Context: an optimization exercise on an open-source flow, tuned for small area. The choices shown serve that exercise and are no tape-out recipe. RTL that was checked went through simulation tests only; none was proved equivalent to the original. The clock port is modelled as an ideal driver; clocking choices that lean on that would not hold on a real chip.

==> 04-28 <==
## quant_mac_top
module quant_mac_top (
    input  wire         clk,
    input  wire         mode,
    input  wire [15:0]  value,
    input  wire [15:0]  weight,
    input  wire [27:0]  ints,
    input  wire [17:0]  fps,
    output reg  [27:0]  intr,
    output reg  [17:0]  fpr
);
reg         mode_q;
reg [15:0]  value_q, weight_q;
reg [27:0]  ints_q;
reg [17:0]  fps_q;
wire [27:0] intr_d;
wire [17:0] fpr_d;
always @(posedge clk) begin
    mode_q   <= mode;
    value_q  <= value;
    weight_q <= weight;
    ints_q   <= ints;
    fps_q    <= fps;
    intr     <= intr_d;
    fpr      <= fpr_d;
end
mac_ve5_1intmode u_mac (
    .mode   (mode_q),
    .value  (value_q),
    .weight (weight_q),
    .ints   (ints_q),
    .fps    (fps_q),
    .intr   (intr_d),
    .fpr    (fpr_d)
);
endmodule
clock: 11.5 ns
lec_check: 0
cap_margin: 20
core_margin: 2
core_utilization: 40
slew_margin: 20
synth_hierarchical: 1
synth_minimum_keep_size: 0
standard.sh (not shown) runs the stock make flow with config.mk's settings and CLKGATE_MAP_FILE= SYNTH_SCRIPT=/design/flow/synth_recipe.tcl, a recipe that flattens the netlist after the stock synthesis.
==> flow/flow/run.sh <==
#!/bin/bash
# Standard ORFS layout with area-oriented settings:
#  - port buffers use the smallest buffer (buf_1) instead of the resizer's pick
#  - CTS with clkbuf_8 and no dummy loads
# make's full output goes to flow.log in this folder; ORFS keeps per-step logs
# under orfs/logs/.
set -euo pipefail
bash standard.sh \
  BUFFER_PORTS_ARGS="-buffer_cell sky130_fd_sc_hd__buf_1" \
  CTS_ARGS="-sink_clustering_enable -repair_clock_nets -dont_use_dummy_load -buf_list sky130_fd_sc_hd__clkbuf_8 -sink_clustering_size 20" \
  finish > flow.log 2>&1
==> 06-05 (differences from 04-28) <==
==> flow/run.sh (new file) <==
#!/bin/bash
# synth_recipe.tcl (not shown) runs the flow's synth.tcl, then flattens the netlist and writes it again
# the make line also repeats each setting of config.mk as NAME=value (left out here)
make -C /OpenROAD-flow-scripts/flow DESIGN_CONFIG=/design/flow/config.mk WORK_HOME=/design/flow/orfs CLKGATE_MAP_FILE= SYNTH_SCRIPT=/design/flow/synth_recipe.tcl finish
removed: flow/flow/run.sh
removed: flow/standard.sh
==> 01-22 (differences from 04-28) <==
==> flow/flow/run.sh (replaced) <==
#!/bin/bash
# Standard ORFS layout with area-oriented settings:
#  - before placement, combinational cells are set to their smallest size
#    (flow/pre_gpl.tcl); the resizer upsizes where timing needs it
#  - port buffers use the smallest buffer (buf_1) instead of the resizer's pick
#  - CTS with clkbuf_4 and no dummy loads
# make's full output goes to flow.log in this folder; ORFS keeps per-step logs
# under orfs/logs/.
set -euo pipefail
HERE=$(pwd)
bash standard.sh \
  PRE_GLOBAL_PLACE_TCL="$HERE/flow/pre_gpl.tcl" \
  BUFFER_PORTS_ARGS="-buffer_cell sky130_fd_sc_hd__buf_1" \
  CTS_ARGS="-sink_clustering_enable -repair_clock_nets -dont_use_dummy_load -buf_list sky130_fd_sc_hd__clkbuf_4 -sink_clustering_size 10 -sink_clustering_max_diameter 40" \
  finish > flow.log 2>&1
==> flow/flow/pre_gpl.tcl (new file) <==
# Before global placement: set every combinational cell to its smallest
# drive strength (synthesis maps the one-gate modules in isolation and
# often picks larger sizes); the resizer upsizes where timing needs it.
set n 0
foreach inst [get_cells *] {
  set ref [get_property $inst ref_name]
  if {[regexp {^(sky130_fd_sc_hd__[a-z0-9]+)_([0-9]+)$} $ref -> base size]} {
    if {$size <= 1} { continue }
    if {[regexp {dfxtp|dfrtp|clkbuf|clkinv|conb|tap|fill|decap|dlygate|clkdly} $base]} { continue }
    set target "${base}_1"
    if {[llength [get_lib_cells -quiet */$target]] == 0} { continue }
    replace_cell [get_property $inst full_name] $target
    incr n
  }
}
puts "pre_gpl.tcl: downsized $n cells"
==> results.txt <==
|  | 06-05 | 01-22 | 04-28 |
|---|---|---|---|
| WL met1 | 10.8 mm | 10.6 mm | 10.8 mm |
| Via count | 7246 | 7249 | 7184 |
| Post-Route WL | 23.7 mm | 22.8 mm | 23.4 mm |
| R2R cell count | 50 | 50 | 49 |
| Cell area reported after detailed placement | 11600 sq um | 10700 sq um | 11000 sq um |
| Worst path most repeated cell | sky130_fd_sc_hd__o21ai_2 | sky130_fd_sc_hd__a21oi_2 | sky130_fd_sc_hd__a21oi_2 |
| Number of global-route vias before repair | 7800 | 7516 | 7618 |
| Number of non-clock buffers | 162 | 170 | 177 |
| Final cell area excluding filler cells | 12400 sq um | 11100 sq um | 11300 sq um |
| Maximum clock frequency | 93.4 MHz | 92.2 MHz | 92.4 MHz |
| Final-layout clock buffer total | 20 | 17 | 17 |
| Area added between synthesis and finish | 25.0% | 11.7% | 14.4% |
| Run status | no timing/DRC/antenna violations | no timing/DRC/antenna violations | no timing/DRC/antenna violations |
| Multi-input combinational area share | 0.585 | 0.640 | 0.637 |
| Number of antenna violations at the first check in global routing | 0 | 1 | 0 |
| Max Clock Skew | 9.86 ps | 35.3 ps | 34.2 ps |
| Drt wl/cell | 16.5 microns | 15.9 microns | 16.3 microns |
| Worst path buffer plus inverter count | 2 | 4 | 4 |
| Clock buffer and inverter area fraction after layout | 0.0464 | 0.0115 | 0.0207 |

* * *

==> run a <==
quant_mac_top, a different RTL version from the one above (not shown whole).
// quant_mac_top
module quant_mac_top (
    input  wire         clk,
    input  wire         mode,
    input  wire [15:0]  value,
    input  wire [15:0]  weight,
    input  wire [27:0]  ints,
    input  wire [17:0]  fps,
    output reg  [27:0]  intr,
    output reg  [17:0]  fpr
);
clock: 11.5 ns
lec_check: 0
cap_margin: 20
core_margin: 2
core_utilization: 75
place_density: 0.85
slew_margin: 20
synth_hierarchical: 1
synth_minimum_keep_size: 0
==> flow/flow/run.sh <==
#!/bin/bash
# Standard ORFS layout with area-oriented settings:
#  - before placement, combinational cells are set to their smallest size
#    (flow/pre_gpl.tcl); the resizer upsizes where timing needs it
#  - port buffers use the smallest buffer (buf_1) instead of the resizer's pick
#  - CTS with clkbuf_4 and no dummy loads
# make's full output goes to flow.log in this folder; ORFS keeps per-step logs
# under orfs/logs/.
set -euo pipefail
HERE=$(pwd)
bash standard.sh \
  PRE_GLOBAL_PLACE_TCL="$HERE/flow/pre_gpl.tcl" \
  BUFFER_PORTS_ARGS="-buffer_cell sky130_fd_sc_hd__buf_1" \
  CTS_ARGS="-sink_clustering_enable -repair_clock_nets -dont_use_dummy_load -buf_list sky130_fd_sc_hd__clkbuf_4 -sink_clustering_size 10 -sink_clustering_max_diameter 40" \
  finish > flow.log 2>&1
==> flow/flow/pre_gpl.tcl <==
# Before global placement: set every combinational cell to its smallest
# drive strength (synthesis maps the one-gate modules in isolation and
# often picks larger sizes); the resizer upsizes where timing needs it.
set n 0
foreach inst [get_cells *] {
  set ref [get_property $inst ref_name]
  if {[regexp {^(sky130_fd_sc_hd__[a-z0-9]+)_([0-9]+)$} $ref -> base size]} {
    if {$size <= 1} { continue }
    if {[regexp {dfxtp|dfrtp|clkbuf|clkinv|conb|tap|fill|decap|dlygate|clkdly} $base]} { continue }
    set target "${base}_1"
    if {[llength [get_lib_cells -quiet */$target]] == 0} { continue }
    replace_cell [get_property $inst full_name] $target
    incr n
  }
}
puts "pre_gpl.tcl: downsized $n cells"
==> run b: changes against run a <==
==> flow/flow/run.sh (replaced) <==
#!/bin/bash
# Standard ORFS layout with area-oriented settings:
#  - placement not timing-driven (no speculative resizer buffering)
#  - before placement, synthesis buffers removed and combinational cells set
#    to their smallest size (flow/pre_gpl.tcl); the resizer upsizes where
#    timing needs it
#  - port buffers use the smallest buffer (buf_1) instead of the resizer's pick
#  - CTS with clkbuf_4 and no dummy loads; afterwards the clock of the fpr
#    registers is delayed by a buffer chain (flow/post_cts.tcl), skew for the
#    internal register-to-register paths; timing is repaired after global
#    routing
# make's full output goes to flow.log in this folder; ORFS keeps per-step logs
# under orfs/logs/.
set -euo pipefail
HERE=$(pwd)
export SKEW_CELLS="sky130_fd_sc_hd__clkdlybuf4s50_1 sky130_fd_sc_hd__clkbuf_4"
bash standard.sh \
  PRE_GLOBAL_PLACE_TCL="$HERE/flow/pre_gpl.tcl" \
  POST_CTS_TCL="$HERE/flow/post_cts.tcl" \
  SKIP_CTS_REPAIR_TIMING=1 \
  GPL_TIMING_DRIVEN=0 \
  BUFFER_PORTS_ARGS="-buffer_cell sky130_fd_sc_hd__buf_1" \
  CTS_ARGS="-sink_clustering_enable -repair_clock_nets -dont_use_dummy_load -buf_list sky130_fd_sc_hd__clkbuf_4 -sink_clustering_size 10 -sink_clustering_max_diameter 40" \
  finish > flow.log 2>&1
==> flow/flow/post_cts.tcl (new file) <==
# After CTS: delay the clock of the fpr output registers, which end the
# longest register-to-register paths (operand registers -> fp16 result).
# Each clock net that reaches fpr registers gets a short chain of clock
# buffers in front of those registers only.  This is skew for the internal
# paths: it leaves less time, not more, on the paths from these registers
# to the output ports.
set cells $::env(SKEW_CELLS)
set groups [dict create]
foreach inst [get_cells *] {
  set name [get_property $inst full_name]
  if {![string match "fpr*" $name]} { continue }
  set pin [get_pins -of_objects $inst -filter "direction == input"]
  set clk ""
  foreach p $pin {
    if {[get_property $p lib_pin_name] == "CLK"} { set clk $p }
  }
  if {$clk == ""} { continue }
  set net [get_nets -of_objects $clk]
  dict lappend groups [get_property $net full_name] $clk
}
set i 0
dict for {netname pins} $groups {
  set net $netname
  set k 0
  foreach cell $cells {
    set nn "skewnet_${i}_$k"
    insert_buffer -buffer_cell $cell -net [get_nets $net] -load_pins $pins -buffer_name "skewbuf_${i}_$k" -net_name $nn
    set net $nn
    incr k
  }
  puts "post_cts.tcl: group $i on $netname: [llength $pins] registers"
  incr i
}
global_connect
detailed_placement
estimate_parasitics -placement
report_clock_skew
--- a/flow/flow/pre_gpl.tcl
+++ b/flow/flow/pre_gpl.tcl
@@ -1,4 +1,6 @@
-# Before global placement: set every combinational cell to its smallest
+# Before global placement: remove the buffers synthesis left (the standard
+# flow does this only in timing-driven placement mode), then set every combinational cell to its smallest
 # drive strength (synthesis maps the one-gate modules in isolation and
 # often picks larger sizes); the resizer upsizes where timing needs it.
+remove_buffers
 set n 0
==> run c: changes against run a <==
Settings changed: GPL_ROUTABILITY_DRIVEN from default to 0.
==> comparison <==
First-iteration DRC count: run a > run c > run b. Run a produced a clean layout. Run c completed without violations. Run b reached the layout checks and failed them: negative hold slack. Critical path depth: run c is lower than run b (1). Utilization, highest first: run a, run b, run c. Fmax: run c is smaller than run b (0.93%). In sequential cell count, run a and run b do not differ. Register-to-register slack: run c < run a < run b. The highest cell area belongs to run a, the lowest to run c. Die area is the same in run a and run b. Sequential share of layout area is about the same in run b and run a.
Function was not checked in any run of this note: the RTL went through the layout flow alone.

* * *

==> job 3103: inputs <==
quant_mac_top, a different RTL version from the one above (not shown whole).
==> flow/design.v (excerpt) <==
module quant_mac_top (
    input  wire         clk,
    input  wire         mode,
    input  wire [15:0]  value,
    input  wire [15:0]  weight,
    input  wire [27:0]  ints,
    input  wire [17:0]  fps,
    output reg  [27:0]  intr,
    output reg  [17:0]  fpr
);
export LEC_CHECK = 0
export CAP_MARGIN = 20
export CORE_MARGIN = 2
export CORE_UTILIZATION = 40
export SLEW_MARGIN = 20
export SYNTH_HIERARCHICAL = 1
export SYNTH_MINIMUM_KEEP_SIZE = 0
create_clock -name core_clock -period 11.5 [get_ports {clk}]
==> flow/flow/run.sh <==
#!/bin/bash
# Standard ORFS layout with area-oriented settings:
#  - before placement, combinational cells are set to their smallest size
#    (flow/pre_gpl.tcl); the resizer upsizes where timing needs it
#  - port buffers use the smallest buffer (buf_1) instead of the resizer's pick
#  - CTS with clkbuf_8 and no dummy loads
# make's full output goes to flow.log in this folder; ORFS keeps per-step logs
# under orfs/logs/.
set -euo pipefail
HERE=$(pwd)
bash standard.sh \
  PRE_GLOBAL_PLACE_TCL="$HERE/flow/pre_gpl.tcl" \
  BUFFER_PORTS_ARGS="-buffer_cell sky130_fd_sc_hd__buf_1" \
  CTS_ARGS="-sink_clustering_enable -repair_clock_nets -dont_use_dummy_load -buf_list sky130_fd_sc_hd__clkbuf_8 -sink_clustering_size 20" \
  finish > flow.log 2>&1
==> flow/flow/pre_gpl.tcl <==
# Before global placement: set every combinational cell to its smallest
# drive strength (synthesis maps the one-gate modules in isolation and
# often picks larger sizes); the resizer upsizes where timing needs it.
set n 0
foreach inst [get_cells *] {
  set ref [get_property $inst ref_name]
  if {[regexp {^(sky130_fd_sc_hd__[a-z0-9]+)_([0-9]+)$} $ref -> base size]} {
    if {$size <= 1} { continue }
    if {[regexp {dfxtp|dfrtp|clkbuf|clkinv|conb|tap|fill|decap|dlygate|clkdly} $base]} { continue }
    set target "${base}_1"
    if {[llength [get_lib_cells -quiet */$target]] == 0} { continue }
    replace_cell [get_property $inst full_name] $target
    incr n
  }
}
puts "pre_gpl.tcl: downsized $n cells"
==> job 6957 (differences from job 3103) <==
--- a/flow/design.v
+++ b/flow/design.v
@@ -1204,93 +1204,69 @@
 c_xor2 u_n685 (.a(n656), .b(n595), .y(n685));
 wire n686;
 c_nor2 u_n686 (.a(n656), .b(n595), .y(n686));
 wire n687;
 c_a21oi u_n687 (.a1(n685), .a2(n683), .b(n686), .y(n687));
 wire n688;
 c_xor2 u_n688 (.a(n685), .b(n683), .y(n688));
 wire n689;
-c_inv u_n689 (.a(n687), .y(n689));
+c_xnor2 u_n689 (.a(n657), .b(n597), .y(n689));
 wire n690;
-c_xor2 u_n690 (.a(n657), .b(n597), .y(n690));
+c_or2 u_n690 (.a(n657), .b(n597), .y(n690));
 wire n691;
-c_nor2 u_n691 (.a(n657), .b(n597), .y(n691));
+c_o21ai u_n691 (.a1(n689), .a2(n687), .b(n690), .y(n691));
 wire n692;
-c_xor2 u_n692 (.a(n690), .b(n689), .y(n692));
+c_xor2 u_n692 (.a(n689), .b(n687), .y(n692));
 wire n693;
 c_xor2 u_n693 (.a(n658), .b(n599), .y(n693));
 wire n694;
 c_nor2 u_n694 (.a(n658), .b(n599), .y(n694));
 wire n695;
-c_a21o u_n695 (.a1(n689), .a2(n690), .b(n691), .y(n695));
+c_a21oi u_n695 (.a1(n693), .a2(n691), .b(n694), .y(n695));
 wire n696;
-c_xor2 u_n696 (.a(n693), .b(n695), .y(n696));
+c_xor2 u_n696 (.a(n693), .b(n691), .y(n696));
 wire n697;
-c_a21o u_n697 (.a1(n693), .a2(n691), .b(n694), .y(n697));
+c_xnor2 u_n697 (.a(n659), .b(n601), .y(n697));
 wire n698;
-c_and2 u_n698 (.a(n690), .b(n693), .y(n698));
+c_or2 u_n698 (.a(n659), .b(n601), .y(n698));
 wire n699;
-c_xor2 u_n699 (.a(n659), .b(n601), .y(n699));
+c_o21ai u_n699 (.a1(n697), .a2(n695), .b(n698), .y(n699));
 wire n700;
-c_nor2 u_n700 (.a(n659), .b(n601), .y(n700));
+c_xor2 u_n700 (.a(n697), .b(n695), .y(n700));
 wire n701;
-c_a21o u_n701 (.a1(n689), .a2(n698), .b(n697), .y(n701));
+c_xor2 u_n701 (.a(n660), .b(n603), .y(n701));
 wire n702;
-c_xor2 u_n702 (.a(n699), .b(n701), .y(n702));
+c_nor2 u_n702 (.a(n660), .b(n603), .y(n702));
 wire n703;
-c_a21o u_n703 (.a1(n699), .a2(n697), .b(n700), .y(n703));
+c_a21oi u_n703 (.a1(n701), .a2(n699), .b(n702), .y(n703));
 wire n704;
-c_and2 u_n704 (.a(n698), .b(n699), .y(n704));
+c_xor2 u_n704 (.a(n701), .b(n699), .y(n704));
 wire n705;
-c_xor2 u_n705 (.a(n660), .b(n603), .y(n705));
+c_xnor2 u_n705 (.a(n661), .b(n605), .y(n705));
 wire n706;
-c_nor2 u_n706 (.a(n660), .b(n603), .y(n706));
+c_or2 u_n706 (.a(n661), .b(n605), .y(n706));
 wire n707;
-c_a21o u_n707 (.a1(n689), .a2(n704), .b(n703), .y(n707));
+c_o21ai u_n707 (.a1(n705), .a2(n703), .b(n706), .y(n707));
 wire n708;
-c_xor2 u_n708 (.a(n705), .b(n707), .y(n708));
+c_xor2 u_n708 (.a(n705), .b(n703), .y(n708));
 wire n709;
-c_a21o u_n709 (.a1(n705), .a2(n703), .b(n706), .y(n709));
+c_xor2 u_n709 (.a(n662), .b(n607), .y(n709));
 wire n710;
-c_and2 u_n710 (.a(n704), .b(n705), .y(n710));
+c_nor2 u_n710 (.a(n662), .b(n607), .y(n710));
 wire n711;
-c_xor2 u_n711 (.a(n661), .b(n605), .y(n711));
+c_a21oi u_n711 (.a1(n709), .a2(n707), .b(n710), .y(n711));
 wire n712;
-c_nor2 u_n712 (.a(n661), .b(n605), .y(n712));
+c_xor2 u_n712 (.a(n709), .b(n707), .y(n712));
 wire n713;
-c_a21o u_n713 (.a1(n689), .a2(n710), .b(n709), .y(n713));
+c_xor2 u_n713 (.a(n608), .b(n609), .y(n713));
 wire n714;
-c_xor2 u_n714 (.a(n711), .b(n713), .y(n714));
-wire n715;
-c_a21o u_n715 (.a1(n711), .a2(n709), .b(n712), .y(n715));
-wire n716;
-c_and2 u_n716 (.a(n710), .b(n711), .y(n716));
-wire n717;
-c_xor2 u_n717 (.a(n662), .b(n607), .y(n717));
-wire n718;
-c_nor2 u_n718 (.a(n662), .b(n607), .y(n718));
-wire n719;
-c_a21o u_n719 (.a1(n689), .a2(n716), .b(n715), .y(n719));
-wire n720;
-c_xor2 u_n720 (.a(n717), .b(n719), .y(n720));
-wire n721;
-c_a21o u_n721 (.a1(n717), .a2(n715), .b(n718), .y(n721));
-wire n722;
-c_and2 u_n722 (.a(n716), .b(n717), .y(n722));
-wire n723;
-c_xor2 u_n723 (.a(n608), .b(n609), .y(n723));
-wire n724;
-c_nor2 u_n724 (.a(n608), .b(n609), .y(n724));
-wire n725;
-c_a21o u_n725 (.a1(n689), .a2(n722), .b(n721), .y(n725));
-wire n726;
-c_xor2 u_n726 (.a(n723), .b(n725), .y(n726));
-wire [13:0] acc = {n726, n720, n714, n708, n702, n696, n692, n688, n684, n680, n676, n672, n668, n663};
-wire [12:0] tt = acc[12:0] ^ acc[13:1];
+c_xnor2 u_n714 (.a(n713), .b(n711), .y(n714));
+wire [13:0] acc = {n714, n712, n708, n704, n700, n696, n692, n688, n684, n680, n676, n672, n668, n663};
+wire [12:0] tt = acc[12:0] ^ {13{acc[13]}};
 reg [3:0] L;
 always @* begin
     casez (tt)
         13'b1????????????: L = 4'd0;
         13'b01???????????: L = 4'd1;
         13'b001??????????: L = 4'd2;
         13'b0001?????????: L = 4'd3;
         13'b00001????????: L = 4'd4;
@@ -1301,52 +1277,47 @@
         13'b0000000001???: L = 4'd9;
         13'b00000000001??: L = 4'd10;
         13'b000000000001?: L = 4'd11;
         13'b0000000000001: L = 4'd12;
         default: L = 4'd1;
     endcase
 end
 wire [13:0] accsh = acc << L;
+wire n715;
+c_xnor2 u_n715 (.a(eb2[0]), .b(L[0]), .y(n715));
+wire n716;
+c_orn u_n716 (.a(L[0]), .b(eb2[0]), .y(n716));
+wire n717;
+c_xor2 u_n717 (.a(eb2[1]), .b(L[1]), .y(n717));
+wire n718;
+c_orn u_n718 (.a(L[1]), .b(eb2[1]), .y(n718));
+wire n719;
+c_o21ai u_n719 (.a1(n717), .a2(n716), .b(n718), .y(n719));
+wire n720;
+c_xor2 u_n720 (.a(n717), .b(n716), .y(n720));
+wire n721;
+c_xnor2 u_n721 (.a(eb2[2]), .b(L[2]), .y(n721));
+wire n722;
+c_andn u_n722 (.a(eb2[2]), .b(L[2]), .y(n722));
+wire n723;
+c_a21oi u_n723 (.a1(n721), .a2(n719), .b(n722), .y(n723));
+wire n724;
+c_xor2 u_n724 (.a(n721), .b(n719), .y(n724));
+wire n725;
+c_xor2 u_n725 (.a(eb2[3]), .b(L[3]), .y(n725));
+wire n726;
+c_orn u_n726 (.a(L[3]), .b(eb2[3]), .y(n726));
 wire n727;
-c_xnor2 u_n727 (.a(eb2[0]), .b(L[0]), .y(n727));
+c_o21ai u_n727 (.a1(n725), .a2(n723), .b(n726), .y(n727));
 wire n728;
-c_orn u_n728 (.a(L[0]), .b(eb2[0]), .y(n728));
+c_xor2 u_n728 (.a(n725), .b(n723), .y(n728));
 wire n729;
-c_xor2 u_n729 (.a(eb2[1]), .b(L[1]), .y(n729));
-wire n730;
-c_orn u_n730 (.a(L[1]), .b(eb2[1]), .y(n730));
-wire n731;
-c_o21ai u_n731 (.a1(n729), .a2(n728), .b(n730), .y(n731));
-wire n732;
-c_xor2 u_n732 (.a(n729), .b(n728), .y(n732));
-wire n733;
-c_xnor2 u_n733 (.a(eb2[2]), .b(L[2]), .y(n733));
-wire n734;
-c_andn u_n734 (.a(eb2[2]), .b(L[2]), .y(n734));
-wire n735;
-c_a21oi u_n735 (.a1(n733), .a2(n731), .b(n734), .y(n735));
-wire n736;
-c_xor2 u_n736 (.a(n733), .b(n731), .y(n736));
-wire n737;
-c_xor2 u_n737 (.a(eb2[3]), .b(L[3]), .y(n737));
-wire n738;
-c_orn u_n738 (.a(L[3]), .b(eb2[3]), .y(n738));
-wire n739;
-c_o21ai u_n739 (.a1(n737), .a2(n735), .b(n738), .y(n739));
-wire n740;
-c_xor2 u_n740 (.a(n737), .b(n735), .y(n740));
-wire n741;
-c_xnor2 u_n741 (.a(eb2[4]), .b(n739), .y(n741));
-assign fpr = {n741, n740, n736, n732, n727, accsh[13:1]};
-endmodule
-module c_a21o(a1, a2, b, y);
-input wire a1, a2, b;
-output wire y;
-assign y = (a1 & a2) | b;
+c_xnor2 u_n729 (.a(eb2[4]), .b(n727), .y(n729));
+assign fpr = {n729, n728, n724, n720, n715, accsh[13:1]};
 endmodule
 module c_a21oi(a1, a2, b, y);
 input wire a1, a2, b;
 output wire y;
 assign y = ~((a1 & a2) | b);
 endmodule
 module c_a222oi(a1, a2, b1, b2, c1, c2, y);
 input wire a1, a2, b1, b2, c1, c2;
- CAP_MARGIN: 20 -> 5
- SLEW_MARGIN: 20 -> 5
==> job 7463 (differences from job 3103) <==
==> flow/flow/run.sh (replaced) <==
#!/bin/bash
# Standard ORFS layout with area-oriented settings:
#  - placement not timing-driven (no speculative resizer buffering)
#  - before placement, synthesis buffers removed and combinational cells are set to their smallest size
#    (flow/pre_gpl.tcl); the resizer upsizes where timing needs it
#  - port buffers use the smallest buffer (buf_1) instead of the resizer's pick
#  - CTS with clkbuf_8 and no dummy loads
# make's full output goes to flow.log in this folder; ORFS keeps per-step logs
# under orfs/logs/.
set -euo pipefail
HERE=$(pwd)
bash standard.sh \
  PRE_GLOBAL_PLACE_TCL="$HERE/flow/pre_gpl.tcl" \
  GPL_TIMING_DRIVEN=0 \
  BUFFER_PORTS_ARGS="-buffer_cell sky130_fd_sc_hd__buf_1" \
  CTS_ARGS="-sink_clustering_enable -repair_clock_nets -dont_use_dummy_load -buf_list sky130_fd_sc_hd__clkbuf_8 -sink_clustering_size 20" \
  finish > flow.log 2>&1
==> flow/flow/pre_gpl.tcl (replaced) <==
# Before global placement: remove the buffers synthesis left (the standard
# flow does this only in timing-driven placement mode), then set every combinational cell to its smallest
# drive strength (synthesis maps the one-gate modules in isolation and
# often picks larger sizes); the resizer upsizes where timing needs it.
remove_buffers
set n 0
foreach inst [get_cells *] {
  set ref [get_property $inst ref_name]
  if {[regexp {^(sky130_fd_sc_hd__[a-z0-9]+)_([0-9]+)$} $ref -> base size]} {
    if {$size <= 1} { continue }
    if {[regexp {dfxtp|dfrtp|clkbuf|clkinv|conb|tap|fill|decap|dlygate|clkdly} $base]} { continue }
    set target "${base}_1"
    if {[llength [get_lib_cells -quiet */$target]] == 0} { continue }
    replace_cell [get_property $inst full_name] $target
    incr n
  }
}
puts "pre_gpl.tcl: downsized $n cells"
==> qor summary <==
Outcome: job 7463 finished clean; job 3103 finished clean; job 6957 finished clean
Fraction of the mapped netlist area in simple logic gates: job 7463 0.153; job 3103 0.153; job 6957 0.154
Number of non-clock buffers in the layout: job 7463 151; job 3103 169; job 6957 239
Net count of the mapped netlist: job 7463 1176; job 3103 1176; job 6957 1170
Die Height: job 7463 161 µm; job 3103 161 µm; job 6957 162 µm
Sequential cell area share: job 7463 0.232; job 3103 0.230; job 6957 0.218
Most numerous cell on the critical path: job 7463 sky130_fd_sc_hd__a21oi_1; job 3103 sky130_fd_sc_hd__o21ai_1; job 6957 sky130_fd_sc_hd__a21oi_2
Met3 GRT Util: job 7463 0.0311; job 3103 0.0390; job 6957 0.0335
Total wire length: job 7463 22400 µm; job 3103 23000 µm; job 6957 23800 µm
Final net count: job 7463 1312; job 3103 1328; job 6957 1393
Tightest Pin Transition: job 7463 0.983 ns; job 3103 0.979 ns; job 6957 1.14 ns
Die outline area: job 7463 26100 µm²; job 3103 26100 µm²; job 6957 26200 µm²
Last weighted congestion value of the routability-driven placer: job 7463 0.844; job 3103 0.986; job 6957 0.953
Function not checked in job 6957: the RTL went through the layout flow alone.

[afterwards: timing with drivers on the ports]
Ports are ideal in the flow. The routed layouts listed here were re-timed in OpenROAD.
Step 1: set_driving_cell puts a clkbuf_16 on clk and a buf_2 on each other input, an assumption about the parent block.
Step 2, shift: input delay + t, output delay - t, t = (earliest + latest rising clock arrival at the registers) / 2. This alone moves slack from input paths to output paths.
Three values: ideal ports, drivers, drivers and shift; two values: the first two.
| run | t (ns) | slack for setup (ns) | worst hold slack (ns) | latest minus earliest clock arrival (ns) | worst register clock-pin slew, ns | cell pins on the clock port's net |
|---|---|---|---|---|---|---|
| 04-28 | 0.476 | 0.676 / 0.676 / 0.676 | 0.428 / 0.428 / 0.428 | 0.036 / 0.035 | 0.09 / 0.09 | 1 |
| 06-05 | 0.464 | 0.795 / 0.795 / 0.795 | 0.429 / 0.429 / 0.429 | 0.009 / 0.010 | 0.06 / 0.06 | 1 |
| 01-22 | 0.558 | 0.649 / 0.649 / 0.649 | 0.446 / 0.446 / 0.446 | 0.037 / 0.037 | 0.12 / 0.12 | 1 |
| run a | 0.560 | 0.776 / 0.776 / 0.776 | 0.427 / 0.427 / 0.427 | 0.050 / 0.050 | 0.12 / 0.12 | 1 |
| run b | 0.842 | 0.803 / 0.803 / 0.803 | -0.002 / -0.002 / -0.002 | 0.630 / 0.631 | 0.12 / 0.12 | 1 |
| run c | 0.553 | 0.702 / 0.702 / 0.702 | 0.431 / 0.431 / 0.431 | 0.050 / 0.050 | 0.12 / 0.12 | 1 |
| job 3103 | 0.485 | 0.736 / 0.736 / 0.736 | 0.429 / 0.429 / 0.429 | 0.034 / 0.034 | 0.09 / 0.09 | 1 |
| job 6957 | 0.474 | 0.495 / 0.495 / 0.495 | 0.457 / 0.457 / 0.457 | 0.035 / 0.036 | 0.09 / 0.09 | 1 |
| job 7463 | 0.484 | 0.610 / 0.610 / 0.610 | 0.436 / 0.436 / 0.436 | 0.024 / 0.024 | 0.08 / 0.08 | 1 |
Clock arrivals are far apart in run b, so t is only a midpoint there and step 2 fits no single register.
